Background: an optimization exercise with open tools, aiming at small area, a short achievable clock period and few clock cycles. Do not read the settings as production practice. RTL that was checked went through simulation tests only; none was proved equivalent to the original. No activity file was given, so power comes from the tool's default toggle rates.

Setup of v6:
==> flow/design.v (excerpt) <==
module cpu (
  output [15:0] imem_addr,
  input  [15:0] imem_rdata,
  output [15:0] dmem_addr,
  input  [15:0] dmem_rdata,
  output [15:0] dmem_wdata,
  output        dmem_write,
  input         start,
  input         stop,
  input         CLK,
  input         RSTN
  );
export LEC_CHECK = 0
export CAP_MARGIN = 20
export CORE_MARGIN = 2
export CORE_UTILIZATION = 40
export PLACE_DENSITY = 0.6
export SETUP_SLACK_MARGIN = 5
export SLEW_MARGIN = 20
create_clock -name core_clock -period 8.0 [get_ports {CLK}]
run.sh (not shown) runs the stock make flow with config.mk's settings and CLKGATE_MAP_FILE= SYNTH_SCRIPT=/design/flow/synth_recipe.tcl, a recipe that flattens the netlist after the stock synthesis.
Testbench counts of v6, summed over its fixed seeds: cycles 33,795.
Edits applied to the flow inputs when going from v6 to v7:
--- a/flow/design.v
+++ b/flow/design.v
@@ -15,22 +15,23 @@
   reg  [15:0] ir;         
   reg         rv;         
   reg  [15:0] ra, rb;     
   reg         e_st;       
   reg         e_wen;      
   reg         e_mlt;      
   reg         e_ml2;      
   reg  [15:0] mq;         
   reg         e_ld, e_sgt;
   reg  [2:0]  e_dst;
   reg  [127:0] rf;        
+  reg  [7:0]  rvld;       
   reg  [7:0]  zf;         
   reg         e_add;      
   wire [1:0] op = ir[15:14];
   wire [2:0] fd = ir[13:11];
   wire [2:0] fs = ir[10:8];
   wire [2:0] ft = ir[7:5];
   wire [4:0] fn = ir[4:0];
   wire [15:0] imm = {{8{ir[7]}}, ir[7:0]};
   wire op0   = (op == 2'b00);
   wire d_st  = op0 & (fd == 3'b000) & (fn == 5'b00000);
   wire d_ld  = op0 & (ft == 3'b000) & (fn == 5'b00001);
@@ -257,26 +258,26 @@
   wire bs207 = bc172 ^ bs191 ^ bc190;
   wire bc208 = (bc172 & bs191) | (bc172 & bc190) | (bs191 & bc190);
   wire bs209 = bc176 ^ bs193 ^ bc192;
   assign m2_s = {bs209, bs207, bs205, bs203, bs201, bs199, bs197, (mq[0] & mq[8]), ra[7], ra[6], ra[5], ra[4], ra[3], ra[2], ra[1], ra[0]};
   assign m2_c = {bc208, bc206, bc204, bc202, bc200, bc198, bc196, bs195, rb[7], rb[6], rb[5], rb[4], rb[3], rb[2], rb[1], rb[0]};
   wire [15:0] rf_s = rf[{fs, 4'b0000} +: 16];
   wire [15:0] rf_t = rf[{ft, 4'b0000} +: 16];
   wire fwd_s = e_wen & (e_dst == fs);
   wire fwd_t = e_wen & (e_dst == ft);
   wire busy = e_mlt | e_ml2;
   wire sa_f = ~busy & ~d_li & fwd_s;
-  wire sa_r = ~busy & ~d_li & ~fwd_s & ~zf[fs];
+  wire sa_r = ~busy & ~d_li & ~fwd_s & rvld[fs];
   wire sb_i = ~busy & d_li;
   wire sb_f = ~busy & ~d_li & fwd_t;
-  wire sb_r = ~busy & ~d_li & ~fwd_t & ~zf[ft];
+  wire sb_r = ~busy & ~d_li & ~fwd_t & rvld[ft];
   wire [15:0] ra_d = ({16{e_mlt}} & m1_s) | ({16{e_ml2}} & m2_s) |
                      ({16{sa_f}} & res) | ({16{sa_r}} & rf_s);
   wire [15:0] rb_d = ({16{e_mlt}} & m1_c) | ({16{e_ml2}} & m2_c) |
                      ({16{sb_f}} & res) | ({16{sb_r}} & rf_t) | ({16{sb_i}} & imm);
   wire hazard = (d_bnz | d_bz) & e_wen & e_ld & (e_dst == fs);
   wire issue  = rv & run & ~busy & ~hazard;
   wire fetch  = ~rv | issue;
   wire tk1 = issue & (d_b | d_bz);
   wire tk0 = issue & (d_b | d_bnz);
   wire [8:0]  lo_t   = {1'b0, pc[7:0]} + {1'b0, ir[7:0]};
   wire [8:0]  lo_i   = {1'b0, pc[7:0]} + 9'd1;
@@ -295,35 +296,37 @@
   wire [15:0] pc_d  = ~fwd_s ? pc_r : z_ex ? pc_z1 : pc_z0;
   wire        rv_d  = ~fwd_s ? rv_r : z_ex ? rv_z1 : rv_z0;
   always @(posedge CLK or negedge RSTN) begin
     if (!RSTN) begin
       pc    <= 16'h0000;
       run   <= 1'b0;
       rv    <= 1'b0;
       e_st  <= 1'b0;
       e_wen <= 1'b0;
       e_mlt <= 1'b0;
       e_ml2 <= 1'b0;
+      rvld  <= 8'h00;
       zf    <= 8'hff;
     end else begin
       if (start)
         run <= 1'b1;
       else if (stop)
         run <= 1'b0;
       pc <= pc_d;
       rv <= rv_d;
       e_st  <= issue & d_st;
       e_wen <= (issue & (d_ld | d_add | d_sgt | d_li)) | e_ml2;
       e_mlt <= issue & d_mlt;
       e_ml2 <= e_mlt;
       if (e_wen) begin
+        rvld[e_dst] <= 1'b1;
         zf[e_dst]   <= e_ld ? (dmem_rdata == 16'h0000) : z_ex;
       end
     end
   end
   always @(posedge CLK) begin
     if (fetch)
       ir <= imem_rdata;
     ra <= ra_d;
     rb <= rb_d;
     mq <= {ra[7:0], rb[15:8]};
     if (busy) begin
==> comparison <==
v7 -> v6: maximum buffer depth of the clock tree delta 0, exact match
Critical path arrival (lower): v7
The lower highest achievable clock rate came out of v7.
Lower clock group share of total power goes to v6 over v7.
Looking at total power, v7 sits about 1.1% higher than v6 does.
v7 vs. v6: count of clock-buffer cells in the layout up 10, switching power of the nets down about 0.34%, core region area up 1200 µm², portion of the post-synthesis area used by sequential elements flat, per-instance average area after synthesis up about 0.43%.
v7 vs. v6: number of stages on the worst setup path went up by 1.
v6 -> v7: leakage power figure increased by a few percent
For v7, only the layout was checked, not whether the RTL still works.

## afterwards: timing with drivers on the ports
In the flow no input, the clock included, has a driving cell. The finished layouts below were timed again as built, in two steps.
Step 1 (the two cells are an assumption about what drives the block):
set clk [get_ports {CLK}]
set_driving_cell -lib_cell sky130_fd_sc_hd__clkbuf_16 $clk
set_driving_cell -lib_cell sky130_fd_sc_hd__buf_2 [delete_from_list [all_inputs] $clk]
Step 2 times the ports against the registers' clock, not the clock port: input delays grow and output delays shrink by t, the midpoint of the rising clock arrivals with the driver on.
Slacks: no drivers / after step 1 / after step 2; pairs: no drivers / after step 1.
run	shift t [ns]	setup WS [ns]	worst register clock-pin slew, ns	worst data-port slew with drivers (ns)	cell pins on the clock port's net
v6	0.575	4.687 / 4.687 / 4.511	0.07 / 0.07	0.04	1
v7	0.598	4.648 / 4.648 / 4.477	0.08 / 0.08	0.04	1
After both steps setup and hold are still met in every run listed. For v6, which loses most, drivers alone change the setup slack by 0.000 ns; drivers and shift together by -0.176 ns.
